What follows belongs to an exercise in optimizing a design on an open flow for small area and a short achievable clock period; a production flow would make more cautious choices. Function was not checked in any run shown here: the RTL went through the layout flow alone. No activity file was given, so power comes from the tool's default toggle rates.

==> flow/design.v (outline; a module is shown in full before it is edited, if it fits) <==
// module SDC_fft: 186 lines
// module rotA16: 317 lines
// module rot8b: 221 lines
module SDC_fft #(
    parameter width = 12
) (
    input clk, rst_n,
    input signed [width-1:0] R, I,
    output signed [width-1:0] R_out, I_out,
    output done
);
  // ...
==> flow/flow/run.sh <==
#!/bin/bash
set -o pipefail
export SETUP_SLACK_MARGIN=5.7
bash standard.sh > standard.log 2>&1
==> flow/standard.sh <==
#!/bin/bash
# synth_recipe.tcl (not shown) runs the flow's synth.tcl, then flattens the netlist and writes it again
# the make line also repeats each setting of config.mk as NAME=value (left out here)
make -C /OpenROAD-flow-scripts/flow DESIGN_CONFIG=/design/flow/config.mk WORK_HOME=/design/flow/orfs CLKGATE_MAP_FILE= SYNTH_SCRIPT=/design/flow/synth_recipe.tcl "${@:-finish}"
==> flow/config.mk <==
export PLATFORM = sky130hd
export DESIGN_NAME = SDC_fft
export DESIGN_NICKNAME = SDC_fft
export VERILOG_FILES = /design/flow/design.v
export SDC_FILE = /design/flow/constraint.sdc
export NUM_CORES = 4
export LEC_CHECK = 0
export ABC_CLOCK_PERIOD_IN_PS = 4300
export CAP_MARGIN = 20
export CORE_MARGIN = 2
export CORE_UTILIZATION = 40
export SLEW_MARGIN = 20
==> flow/constraint.sdc <==
create_clock -name core_clock -period 10.0 [get_ports {clk}]
set_input_delay 2.0000 -clock core_clock [delete_from_list [all_inputs] [get_ports {clk}]]
set_output_delay 2.0000 -clock core_clock [all_outputs]
set_load 0.01 [all_outputs]
==> reports/results.ini, run 1 <==
[run_status]
outcome=no timing/DRC/antenna violations

[power_and_ir_drop]
comb_power_share=0.287
p_comb_mw=3.11
ir_worst_vdd_mv=0.1785
p_int_mw=7.499
p_seq_frac=0.407

[floorplanning]
core.rowCount=109
die-area_sq_um=91560
initial_core_util=0.4035

[worst_setup_path]
slowest_stage=fa_1

[placed_design]
place_inst=4322
placed_cell_area_sq_um=37370
hpwlAfterDp_um=56040

[clock_network]
cts_max_level=3
cts-buffers-inserted=87
cts_root_buf=clkbuf_16
clock_latency_ns=0.66

[routing]
routed.top_layer=met5

[yosys]
syn_nets=3603
synth_top_family_by_area=adder cells
yosysTopAreaCellShare=0.4075
synth.most_common_cell=dfxtp_1
yosysTopAreaCell=dfxtp_1

[timing]
finalHoldViolCount=0

[final_layout]
stdcell_area_sq_um=41700
seq_area_frac=0.4254
layout_common_cells=721 x dfxtp_1, 353 x inv_1, 216 x ha_1
multi_input_gates=1885

[min_path]
hold_path_class=register to register

==> module SDC_fft, before the edit <==
module SDC_fft #(
    parameter width = 12
) (
    input clk, rst_n,
    input signed [width-1:0] R, I,
    output signed [width-1:0] R_out, I_out,
    output done
);
    reg [4:0] count;
    always @(posedge clk or negedge rst_n) begin
        if (!rst_n) count <= 0;
        else if (count != 27) count <= count + 1'b1;
    end
    assign done = count[4] & count[3] & ~count[2] & count[1] & count[0];
    reg [3:0] cu;
    reg sel_2, sel_3, sel_4;
    always @(posedge clk or negedge rst_n) begin
        if (!rst_n) begin
            cu <= 0; sel_2 <= 0; sel_3 <= 0; sel_4 <= 0;
        end else begin
            cu <= cu + 1'b1;
            sel_4 <= cu[3]; sel_3 <= cu[2]; sel_2 <= cu[1];
        end
    end
    wire sel_1 = cu[0];
    reg [3:0] c1; reg [2:0] a1; reg s1sel;
    always @(posedge clk or negedge rst_n) begin
        if (!rst_n) begin
            c1 <= 0; a1 <= 0; s1sel <= 0;
        end else begin
            if (c1 != 11) c1 <= c1 + 1'b1;
            if (~sel_1 & c1[3] & c1[1]) a1 <= a1 + 1'b1;
            s1sel <= sel_3;
        end
    end
    reg [3:0] c2; reg [2:0] a2;
    always @(posedge clk or negedge rst_n) begin
        if (!rst_n) begin
            c2 <= 0; a2 <= 0;
        end else begin
            if (c2 != 14) c2 <= c2 + 1'b1;
            if (sel_1 & (c2 == 4'd14)) a2 <= a2 + 1'b1;
        end
    end
    reg [4:0] c3; reg [2:0] a3; reg s3sel;
    always @(posedge clk or negedge rst_n) begin
        if (!rst_n) begin
            c3 <= 0; a3 <= 0; s3sel <= 0;
        end else begin
            if (c3 != 17) c3 <= c3 + 1'b1;
            if (~sel_1 & c3[4] & c3[0]) a3 <= a3 + 1'b1;
            s3sel <= sel_4;
        end
    end
    integer k;
    reg signed [11:0] ireg, l1reg;
    wire signed [11:0] ip1 = sel_1 ? ireg : R;
    wire signed [11:0] ip2 = sel_1 ? R : ireg;
    always @(posedge clk) begin
        ireg <= I;
        l1reg <= ip1;
    end
    reg signed [11:0] b01 [0:7];
    reg signed [11:0] b02 [0:7];
    wire signed [11:0] s0l1sel = sel_4 ? b01[7] : l1reg;
    wire signed [11:0] line2_0 = sel_4 ? l1reg : b01[7];
    wire signed [11:0] line1_0 = b02[7];
    always @(posedge clk) begin
        b01[0] <= ip2; b02[0] <= s0l1sel;
        for (k = 1; k < 8; k = k + 1) begin
            b01[k] <= b01[k-1]; b02[k] <= b02[k-1];
        end
    end
    wire signed [12:0] s1s = line1_0 + line2_0, s1d = line1_0 - line2_0;
    wire signed [11:0] f11 = s1s[12:1], f12 = s1d[12:1];
    reg signed [11:0] d11;                   
    reg signed [11:0] r1vr;                  
    reg signed [11:0] e1r, e1i;              
    reg [2:0] e1t;                           
    reg signed [11:0] p1r, p1i;              
    reg signed [12:0] p1a, p1b;              
    reg [2:0] p1t;
    reg [15:0] q1a, q1b;                     
    reg [11:0] g1s, g1c; reg g1l;            
    reg signed [11:0] h1;                    
    wire [2:0] t1 = {a1[1:0], a1[2]};        
    wire [15:0] o1re = 16'd1 << e1t;
    wire [15:0] o1im = 16'd256 << p1t;
    wire [11:0] r1s, r1c; wire r1l;
    rotA16 u_r1 (.vr(p1r), .vi(p1i), .a(p1a), .b(p1b), .d0(q1a), .d1(q1b),
                 .os(r1s), .oc(r1c), .ol(r1l));
    always @(posedge clk) begin
        d11 <= f11;
        r1vr <= f12;
        if (!sel_1) begin
            e1r <= r1vr; e1i <= f12; e1t <= t1;
        end
        p1r <= e1r; p1i <= e1i; p1t <= e1t;
        p1a <= e1r + e1i; p1b <= e1i - e1r;
        q1a <= sel_1 ? o1re : o1im;
        q1b <= sel_1 ? o1re : o1im;
        g1s <= r1s; g1c <= r1c; g1l <= r1l;
        h1 <= g1s + g1c + g1l;
    end
    wire signed [11:0] s1nr = s1sel ? h1 : d11;
    wire signed [11:0] line2_1 = s1sel ? d11 : h1;
    reg signed [11:0] b12 [0:3];
    always @(posedge clk) begin
        b12[0] <= s1nr;
        for (k = 1; k < 4; k = k + 1) b12[k] <= b12[k-1];
    end
    wire signed [11:0] line1_1 = b12[3];
    wire signed [11:0] f21 = line1_1 + line2_1, f22 = line1_1 - line2_1;
    wire rs2 = ~sel_1;
    reg signed [11:0] d21;
    reg signed [11:0] r2vr;
    reg signed [11:0] p2r, p2i;
    reg signed [12:0] p2a, p2b;
    reg [1:0] p2m;
    reg signed [11:0] h2;
    wire [1:0] m2 = {a2[0], a2[2]};          
    wire nim = rs2;
    wire [1:0] nm = rs2 ? p2m : m2;
    reg xb, ng, ny, byp;
    reg [1:0] ysel, zsel;
    wire [11:0] r2o;
    rot8b u_r2 (.vr(p2r), .vi(p2i), .a(p2a), .b(p2b), .xb(xb), .ng(ng), .ny(ny),
                .ysel(ysel), .byp(byp), .zsel(zsel), .o(r2o));
    always @(posedge clk) begin
        d21 <= f21;
        r2vr <= f22;
        if (!rs2) begin
            p2r <= r2vr; p2i <= f22;
            p2a <= r2vr + f22; p2b <= f22 - r2vr;
            p2m <= m2;
        end
        xb <= (!nim & (nm == 2'd3)) | (nim & (nm == 2'd1));
        ng <= nim & (nm == 2'd3);
        ny <= nim;
        ysel <= !nim ? ((nm == 2'd1) ? 2'd0 : 2'd1) : ((nm == 2'd1) ? 2'd2 : 2'd3);
        byp <= !nm[0];
        zsel <= !nim ? ((nm == 2'd0) ? 2'd0 : 2'd1) : ((nm == 2'd0) ? 2'd1 : 2'd2);
        h2 <= r2o;
    end
    wire signed [11:0] s2nr = sel_2 ? d21 : h2;
    wire signed [11:0] line2_2 = sel_2 ? h2 : d21;
    reg signed [11:0] b22 [0:1];
    always @(posedge clk) begin
        b22[0] <= s2nr; b22[1] <= b22[0];
    end
    wire signed [11:0] line1_2 = b22[1];
    wire signed [12:0] s3s = line1_2 + line2_2, s3d = line1_2 - line2_2;
    wire signed [11:0] f31 = s3s[12:1], f32 = s3d[12:1];
    reg signed [11:0] d31;
    reg signed [11:0] z1, z2;                
    reg jd;
    reg signed [11:0] h3 [0:7];
    wire signed [11:0] rot3 = sel_1 ? (jd ? -z2 : z1) : (a3[2] ? f32 : z1);
    always @(posedge clk) begin
        d31 <= f31;
        z1 <= f32; z2 <= z1; jd <= a3[2];
        h3[0] <= rot3;
        for (k = 1; k < 8; k = k + 1) h3[k] <= h3[k-1];
    end
    wire signed [11:0] s3nr = s3sel ? h3[7] : d31;
    wire signed [11:0] line2_3 = s3sel ? d31 : h3[7];
    reg signed [11:0] b32 [0:7];
    always @(posedge clk) begin
        b32[0] <= s3nr;
        for (k = 1; k < 8; k = k + 1) b32[k] <= b32[k-1];
    end
    wire signed [11:0] line1_3 = b32[7];
    wire signed [11:0] line1_3n = b32[6];
    wire signed [11:0] line2_3n = sel_4 ? f31 : h3[6];
    wire signed [11:0] l14 = line1_3 + line2_3;
    wire signed [11:0] l24 = line1_3 - line2_3;
    wire signed [11:0] l14n = line1_3n + line2_3n;
    reg signed [11:0] l2ro, rreg, ioreg;
    always @(posedge clk) begin
        l2ro <= l24;
        rreg <= sel_1 ? l2ro : l14;
        ioreg <= sel_1 ? l24 : l14n;
    end
    assign R_out = rreg;
    assign I_out = ioreg;
endmodule
==> run 2: changes to the inputs <==
--- a/flow/design.v
+++ b/flow/design.v
@@ -76,46 +76,56 @@
     reg signed [11:0] d11;                   
     reg signed [11:0] r1vr;                  
     reg signed [11:0] e1r, e1i;              
     reg [2:0] e1t;                           
     reg signed [11:0] p1r, p1i;              
     reg signed [12:0] p1a, p1b;              
     reg [2:0] p1t;
     reg [15:0] q1a, q1b;                     
-    reg [11:0] g1s, g1c; reg g1l;            
+    reg [21:0] g1s, g1c;                     
     reg signed [11:0] h1;                    
     wire [2:0] t1 = {a1[1:0], a1[2]};        
     wire [15:0] o1re = 16'd1 << e1t;
     wire [15:0] o1im = 16'd256 << p1t;
-    wire [11:0] r1s, r1c; wire r1l;
+    wire [21:0] r1s, r1c;
+    wire [21:0] g1t = g1s + g1c;
     rotA16 u_r1 (.vr(p1r), .vi(p1i), .a(p1a), .b(p1b), .d0(q1a), .d1(q1b),
-                 .os(r1s), .oc(r1c), .ol(r1l));
+                 .os(r1s), .oc(r1c));
     always @(posedge clk) begin
         d11 <= f11;
         r1vr <= f12;
         if (!sel_1) begin
             e1r <= r1vr; e1i <= f12; e1t <= t1;
         end
         p1r <= e1r; p1i <= e1i; p1t <= e1t;
         p1a <= e1r + e1i; p1b <= e1i - e1r;
         q1a <= sel_1 ? o1re : o1im;
         q1b <= sel_1 ? o1re : o1im;
-        g1s <= r1s; g1c <= r1c; g1l <= r1l;
-        h1 <= g1s + g1c + g1l;
+        g1s <= r1s; g1c <= r1c;
+        h1 <= g1t[21:10];
     end
     wire signed [11:0] s1nr = s1sel ? h1 : d11;
     wire signed [11:0] line2_1 = s1sel ? d11 : h1;
     reg signed [11:0] b12 [0:3];
     always @(posedge clk) begin
         b12[0] <= s1nr;
         for (k = 1; k < 4; k = k + 1) b12[k] <= b12[k-1];
     end
     wire signed [11:0] line1_1 = b12[3];
     wire signed [11:0] f21 = line1_1 + line2_1, f22 = line1_1 - line2_1;
+    wire ov2 = (line1_1[11] != line2_1[11]) & (f22[11] != line1_1[11]);
+    wire [12:0] x2a = {r2vr[11], r2vr}, x2b = {line1_1[11], line1_1}, x2c = ~{line2_1[11], line2_1};
+    wire [12:0] a2s = x2a ^ x2b ^ x2c;
+    wire [12:0] a2c = (x2a & x2b) | (x2a & x2c) | (x2b & x2c);
+    wire [12:0] a3s = a2s + {a2c[11:0], 1'b1};
+    wire [12:0] y2a = ~{r2vr[11], r2vr};
+    wire [12:0] b2s = y2a ^ x2b ^ x2c;
+    wire [12:0] b2c = (y2a & x2b) | (y2a & x2c) | (x2b & x2c);
+    wire [12:0] b3s = b2s + {b2c[11:0], 1'b1} + 13'd1;
     wire rs2 = ~sel_1;
     reg signed [11:0] d21;
     reg signed [11:0] r2vr;
     reg signed [11:0] p2r, p2i;
     reg signed [12:0] p2a, p2b;
     reg [1:0] p2m;
     reg signed [11:0] h2;
     wire [1:0] m2 = {a2[0], a2[2]};          
@@ -126,17 +136,18 @@
     wire [11:0] r2o;
     rot8b u_r2 (.vr(p2r), .vi(p2i), .a(p2a), .b(p2b), .xb(xb), .ng(ng), .ny(ny),
                 .ysel(ysel), .byp(byp), .zsel(zsel), .o(r2o));
     always @(posedge clk) begin
         d21 <= f21;
         r2vr <= f22;
         if (!rs2) begin
             p2r <= r2vr; p2i <= f22;
-            p2a <= r2vr + f22; p2b <= f22 - r2vr;
+            p2a <= {a3s[12] ^ ov2, a3s[11:0]};
+            p2b <= {b3s[12] ^ ov2, b3s[11:0]};
             p2m <= m2;
         end
         xb <= (!nim & (nm == 2'd3)) | (nim & (nm == 2'd1));
         ng <= nim & (nm == 2'd3);
         ny <= nim;
         ysel <= !nim ? ((nm == 2'd1) ? 2'd0 : 2'd1) : ((nm == 2'd1) ? 2'd2 : 2'd3);
         byp <= !nm[0];
         zsel <= !nim ? ((nm == 2'd0) ? 2'd0 : 2'd1) : ((nm == 2'd0) ? 2'd1 : 2'd2);
@@ -169,29 +180,34 @@
         b32[0] <= s3nr;
         for (k = 1; k < 8; k = k + 1) b32[k] <= b32[k-1];
     end
     wire signed [11:0] line1_3 = b32[7];
     wire signed [11:0] line1_3n = b32[6];
     wire signed [11:0] line2_3n = sel_4 ? f31 : h3[6];
     wire signed [11:0] l14 = line1_3 + line2_3;
     wire signed [11:0] l24 = line1_3 - line2_3;
-    wire signed [11:0] l14n = line1_3n + line2_3n;
+    wire [13:0] u1 = {{2{line1_2[11]}}, line1_2}, u2 = {{2{line2_2[11]}}, line2_2};
+    wire [13:0] u3 = {line1_3n[11], line1_3n, 1'b0};
+    wire [13:0] us = u1 ^ u2 ^ u3;
+    wire [13:0] uc = (u1 & u2) | (u1 & u3) | (u2 & u3);
+    wire [13:0] ut = us + {uc[12:0], 1'b0};
+    wire signed [11:0] l14n = sel_4 ? ut[12:1] : line1_3n + h3[6];
     reg signed [11:0] l2ro, rreg, ioreg;
     always @(posedge clk) begin
         l2ro <= l24;
         rreg <= sel_1 ? l2ro : l14;
         ioreg <= sel_1 ? l24 : l14n;
     end
     assign R_out = rreg;
     assign I_out = ioreg;
 endmodule
 module rotA16 (input signed [11:0] vr, vi, input signed [12:0] a, b,
     input [15:0] d0, d1,
-    output [11:0] os, oc, output ol);
+    output [21:0] os, oc);
   wire r1 = (d0[0] & vr[0]) | (d0[8] & vi[0]) | (d0[1] & vr[0]) | (d0[9] & vi[0]) | (d0[2] & a[0]) | (d0[10] & b[0]) | (d0[3] & vi[0]) | (d0[11] & ~vr[0]) | (d0[4] & vi[0]) | (d0[12] & ~vr[0]) | (d0[5] & vi[0]) | (d0[13] & ~vr[0]) | (d0[6] & b[0]) | (d0[14] & ~a[0]) | (d0[7] & ~vr[0]) | (d0[15] & ~vi[0]);
   wire r2 = (d0[0] & vr[1]) | (d0[8] & vi[1]) | (d0[1] & vr[1]) | (d0[9] & vi[1]) | (d0[2] & a[1]) | (d0[10] & b[1]) | (d0[3] & vi[1]) | (d0[11] & ~vr[1]) | (d0[4] & vi[1]) | (d0[12] & ~vr[1]) | (d0[5] & vi[1]) | (d0[13] & ~vr[1]) | (d0[6] & b[1]) | (d0[14] & ~a[1]) | (d0[7] & ~vr[1]) | (d0[15] & ~vi[1]);
   wire r3 = (d0[0] & vr[2]) | (d0[8] & vi[2]) | (d0[1] & vr[2]) | (d0[9] & vi[2]) | (d0[2] & a[2]) | (d0[10] & b[2]) | (d0[3] & vi[2]) | (d0[11] & ~vr[2]) | (d0[4] & vi[2]) | (d0[12] & ~vr[2]) | (d0[5] & vi[2]) | (d0[13] & ~vr[2]) | (d0[6] & b[2]) | (d0[14] & ~a[2]) | (d0[7] & ~vr[2]) | (d0[15] & ~vi[2]);
   wire r4 = (d0[0] & vr[3]) | (d0[8] & vi[3]) | (d0[1] & vr[3]) | (d0[9] & vi[3]) | (d0[2] & a[3]) | (d0[10] & b[3]) | (d0[3] & vi[3]) | (d0[11] & ~vr[3]) | (d0[4] & vi[3]) | (d0[12] & ~vr[3]) | (d0[5] & vi[3]) | (d0[13] & ~vr[3]) | (d0[6] & b[3]) | (d0[14] & ~a[3]) | (d0[7] & ~vr[3]) | (d0[15] & ~vi[3]);
   wire r5 = (d0[0] & vr[4]) | (d0[8] & vi[4]) | (d0[1] & vr[4]) | (d0[9] & vi[4]) | (d0[2] & a[4]) | (d0[10] & b[4]) | (d0[3] & vi[4]) | (d0[11] & ~vr[4]) | (d0[4] & vi[4]) | (d0[12] & ~vr[4]) | (d0[5] & vi[4]) | (d0[13] & ~vr[4]) | (d0[6] & b[4]) | (d0[14] & ~a[4]) | (d0[7] & ~vr[4]) | (d0[15] & ~vi[4]);
   wire r6 = (d0[0] & vr[5]) | (d0[8] & vi[5]) | (d0[1] & vr[5]) | (d0[9] & vi[5]) | (d0[2] & a[5]) | (d0[10] & b[5]) | (d0[3] & vi[5]) | (d0[11] & ~vr[5]) | (d0[4] & vi[5]) | (d0[12] & ~vr[5]) | (d0[5] & vi[5]) | (d0[13] & ~vr[5]) | (d0[6] & b[5]) | (d0[14] & ~a[5]) | (d0[7] & ~vr[5]) | (d0[15] & ~vi[5]);
   wire r7 = (d0[0] & vr[6]) | (d0[8] & vi[6]) | (d0[1] & vr[6]) | (d0[9] & vi[6]) | (d0[2] & a[6]) | (d0[10] & b[6]) | (d0[3] & vi[6]) | (d0[11] & ~vr[6]) | (d0[4] & vi[6]) | (d0[12] & ~vr[6]) | (d0[5] & vi[6]) | (d0[13] & ~vr[6]) | (d0[6] & b[6]) | (d0[14] & ~a[6]) | (d0[7] & ~vr[6]) | (d0[15] & ~vi[6]);
   wire r8 = (d0[0] & vr[7]) | (d0[8] & vi[7]) | (d0[1] & vr[7]) | (d0[9] & vi[7]) | (d0[2] & a[7]) | (d0[10] & b[7]) | (d0[3] & vi[7]) | (d0[11] & ~vr[7]) | (d0[4] & vi[7]) | (d0[12] & ~vr[7]) | (d0[5] & vi[7]) | (d0[13] & ~vr[7]) | (d0[6] & b[7]) | (d0[14] & ~a[7]) | (d0[7] & ~vr[7]) | (d0[15] & ~vi[7]);
@@ -491,20 +507,18 @@
   wire c302 = (c260 & s261) | (c260 & r38) | (s261 & r38);
   wire s303 = c262 ^ s263 ^ k123;
   wire c304 = (c262 & s263) | (c262 & k123) | (s263 & k123);
   wire s305 = c264 ^ r11 ^ r25;
   wire c306 = (c264 & r11) | (c264 & r25) | (r11 & r25);
   wire s307 = r12 ^ k124;
   wire [21:0] A309 = {c306, c304, c302, c300, c298, c296, c294, c292, c290, c288, c286, c284, c282, c280, c278, c276, c274, c272, c270, c268, c266, s265};
   wire [21:0] B310 = {s307, s305, s303, s301, s299, s297, s295, s293, s291, s289, s287, s285, s283, s281, s279, s277, s275, s273, s271, s269, s267, k108};
-  wire [10:0] L312 = A309[9:0] + B310[9:0];
-  assign os = A309[21:10];
-  assign oc = B310[21:10];
-  assign ol = L312[10];
+  assign os = A309;
+  assign oc = B310;
 endmodule
 module rot8b (input signed [11:0] vr, vi, input signed [12:0] a, b,
     input xb, ng, ny, input [1:0] ysel, input byp, input [1:0] zsel,
     output [11:0] o);
   wire [12:0] xs = xb ? b : a;
   wire [12:0] ys = ysel[1] ? (ysel[0] ? a : {vr[11], vr}) : (ysel[0] ? b : {vi[11], vi});
   wire pg = ~ng;
   wire x1 = (xs[0] ^ ng);
==> flow/config.mk (replaced) <==
export PLATFORM = sky130hd
export DESIGN_NAME = SDC_fft
export DESIGN_NICKNAME = SDC_fft
export VERILOG_FILES = /design/flow/design.v
export SDC_FILE = /design/flow/constraint.sdc
export NUM_CORES = 4
export LEC_CHECK = 0
export ABC_CLOCK_PERIOD_IN_PS = 4000
export CAP_MARGIN = 20
export CORE_MARGIN = 2
export CORE_UTILIZATION = 40
export SLEW_MARGIN = 20
==> reports/results.ini, run 2 <==
[final_layout]
syn2layout_area_growth_pct=14.33
final_common_cell=dfxtp_1
nets=3865
layout_common_cells=741 x dfxtp_1, 396 x inv_1, 237 x ha_1
n_antenna_cell=0
drive_above_1_share=0.1125

[routing]
firstDrtPassIters=7
vias_per_cell=4.963
drtIter0Drc=1652
wl_per_cell_um=17.04
route.detailed.drc=0
finalWirelength_um=80850
ant_nets=0
vias=23555

[yosys]
yosysSeqAreaShare=0.4864
ys.flop_type=dfxtp_1
synth_common_cells=745 x dfxtp_1, 400 x inv_1, 242 x ha_1, 217 x nor2_1, 168 x fa_1
async_flop_share=0.04201
syn_avg_cell_area_sq_um=11.09
synth.most_common_cell=dfxtp_1
syn_area_sq_um=37210
synth_edf_count=76
ys_top_cells_by_area=dfxtp_1 40%, fa_1 9.0%, ha_1 8.1%, edfxtp_1 6.1%, inv_1 4.0%
synth_warnings=7
yosysTopAreaCell=dfxtp_1
synth_cells=3356
synth-seq-cells=857
yosysTopAreaCellShare=0.4008  ; -0.006716
syn_nets=3792  ; +5.2%
synth_cell_types=87

[global_routing]
grt_usage=0.1726
grt_pass1_wl_um=129600
grt_pass1_vias=23543
antenna_found_initial=2
grt_max_degree=69
grt.overflow.total=0

[clock_network]
cts_root_buf=clkbuf_16
cts_tree=yes
clock_sinks=857
cts_max_level=3  ; unchanged
cts-buffers-inserted=88  ; +1.1%
clock_latency_ns=0.64  ; -0.02 ns
clkTransAtPathRegs_ns=0.06
cts_buffer_depth=3

[worst_setup_path]
start_kind=register
r2r_setup_slack_ns=5.22
crit_chain=buf_12 > mux2i_4 > xnor2_4 > fa_1 > fa_1 > inv_1 > fa_2 > fa_1 > ha_4 > nand3_2 > or2_1 > o22a_1 > a311oi_4 > a211oi_2 > o21bai_1 > xnor2_1 > o21a_1
slowest_stage=fa_2
arrival_ns=5.31
critPathMaxStageDelay_ns=0.52
crit_path_frequent_cell=fa_1
cp.required_ns=10.53
crit_type=register to register
critPathMaxFanout=5
end_kind=register

[timing]
period_minus_slack_ns=4.778
fin_crit_sh=0.4778
setup_violations=0
finalHoldViolCount=0  ; unchanged
setup_ws_ns=5.222
max_freq_mhz=209.3
slew_headroom=0.3798
tightestPinTransition_ns=0.9069
rsz0062_at_grt=true
setup_tns_ns=0
report.final.slew_viol_count=0
fin_skew_ns=0.02787

[placed_design]
globalplace.congestion=0.9322
io_buffers=50
hpwlAfterDp_um=60260  ; +7.5%
place_worst_setup_slack_ns=4.878

[power_and_ir_drop]
power.leakage_nw=18.64
p_int_mw=7.770  ; +3.6%
ir_worst_vdd_mv=0.1696  ; -5.0%
swShare=0.3286
power.switching_mw=3.802
power.density_nw_per_um2=272.0
clkPwrFrac=0.282
p_seq_frac=0.395  ; -0.012
comb_power_share=0.323  ; +0.036

[flow_run]
cap_violations=0

[floorplanning]
initial_core_util=0.4047  ; +0.001169
die-area_sq_um=95480  ; +4.3%
die_y_um=309.0
core.rowCount=111  ; +1.8%
core_area_sq_um=91940
ioPinCount=51
die_x_um=309.0

[run_status]
outcome=no timing/DRC/antenna violations

[min_path]
hold_path_class=register to register

## run 2: changes by cell type after synthesis, sizes merged, moves of 13 or more
cell    delta
a21oi     +15
clkbuf    -17
nand2     -21
inv       +38
o21ai     -24
nor2      +34
o22ai     +13
fa        +37
dfxtp     +19
and3      +14
nor3      +18
mux2      -16
o211ai    -13
## run 2: kinds of logic after synthesis
family,Yosys count,share of synthesized area
AO/OA/AOI/OAI,576,0.1065
AND/OR/NAND/NOR,599,0.07606
flip-flops,857,0.4864
XOR/XNOR,197,0.04637
buffers and inverters,516,0.05239
adder cells (fa/ha/maj),410,0.1718
multiplexers,201,0.06056
## run 2: per-layer routing
metal	vias up	wire length (um)	GRT usage
met4	0	2122	0.05701
met3	171	5136	0.02706
met2	703	34850	0.2667
met5	-	0	0
met1	11166	38750	0.2467
li1	11515	-	-
## run 2: worst max-delay path: cells and delay by family, from the launching register on
family                   cells  cell delay (ns)
adder cells (fa/ha/maj)      5             2.22
AO/OA/AOI/OAI                5             1.00
flip-flops                   1             0.42
multiplexers                 1             0.30
AND/OR/NAND/NOR              2             0.29
XOR/XNOR                     2             0.25
buffers and inverters        2             0.19
## run 2: what timing repair did
action,in CTS,in global routing
hold buffers,0,0
pin swaps,18,6
gates resized for setup,42,21
buffers inserted,16,3
setup endpoints to repair,30,35
## run 2: path summary, 6_finish.rpt
kind                                   start                   end  depth (start not counted)
min in group asynchronous              rst_n  count[0]$_DFFE_PN0P_                          1
max reg2reg                       xb$_DFF_P_        h2[11]$_DFF_P_                         17
min reg2reg                b01[1][2]$_DFF_P_     b01[2][2]$_DFF_P_                          0
max in group asynchronous              rst_n       cu[0]$_DFF_PN0_                          1
max                               xb$_DFF_P_        h2[11]$_DFF_P_                         17
min                        b01[1][2]$_DFF_P_     b01[2][2]$_DFF_P_                          0
## run 2: final cells by class
cell class	instances	area, sq um
inverters	404	1528
repair buffers	95	864.6
fillers	8600	49400
well taps	1243	1555
clock inverters	44	461.7
clock buffers	120	2515
flip-flops and latches	857	18110
multi-input cells	1983	17510
## run 2: per-stage QoR
stage	hold slack (ns)	total power, mW	instances	instance area, sq um	util
6_report	0.3142	11.57	4746	42540	0.4627
3_3_place_gp	0.3096	8.305	4563	39090	0.4251
4_1_cts	0.3182	11.69	4743	42430	0.4615
3_5_place_dp	0.3121	8.345	4563	39090	0.4251
5_1_grt	0.3169	12.42	4746	42540	0.4627
2_1_floorplan	0.3096	7.326	3356	37270	-
## run 2: power groups by stage
stage	clock network [mW]	registers, mW	logic (mW)
detailed placement	0	4.64	3.70
CTS	3.37	4.58	3.75
floorplan	0	4.51	2.82
global placement	0	4.63	3.67
global route	3.51	4.64	4.26
finish	3.27	4.57	3.74

[what the ideal ports hide]
The results above use ideal ports. As a check the final layouts listed here were re-extracted and re-timed, cells and wires unchanged. Step 1 (the two cells are an assumption about what drives the block):
set clk [get_ports {clk}]
set_driving_cell -lib_cell sky130_fd_sc_hd__clkbuf_16 $clk
set_driving_cell -lib_cell sky130_fd_sc_hd__buf_2 [delete_from_list [all_inputs] $clk]
Step 2 also shifts input and output timing later by t, the mid clock arrival at the registers, as if the neighbouring blocks saw the same clock. Slacks: ideal / step 1 / step 2; pairs: ideal / step 1.
run	t, ns	setup slack, ns	cell pins on the clock port's net
run 1	0.695	5.276 / 5.276 / 5.276	1
run 2	0.691	5.222 / 5.222 / 5.222	1
After both steps every run listed still meets setup and hold.
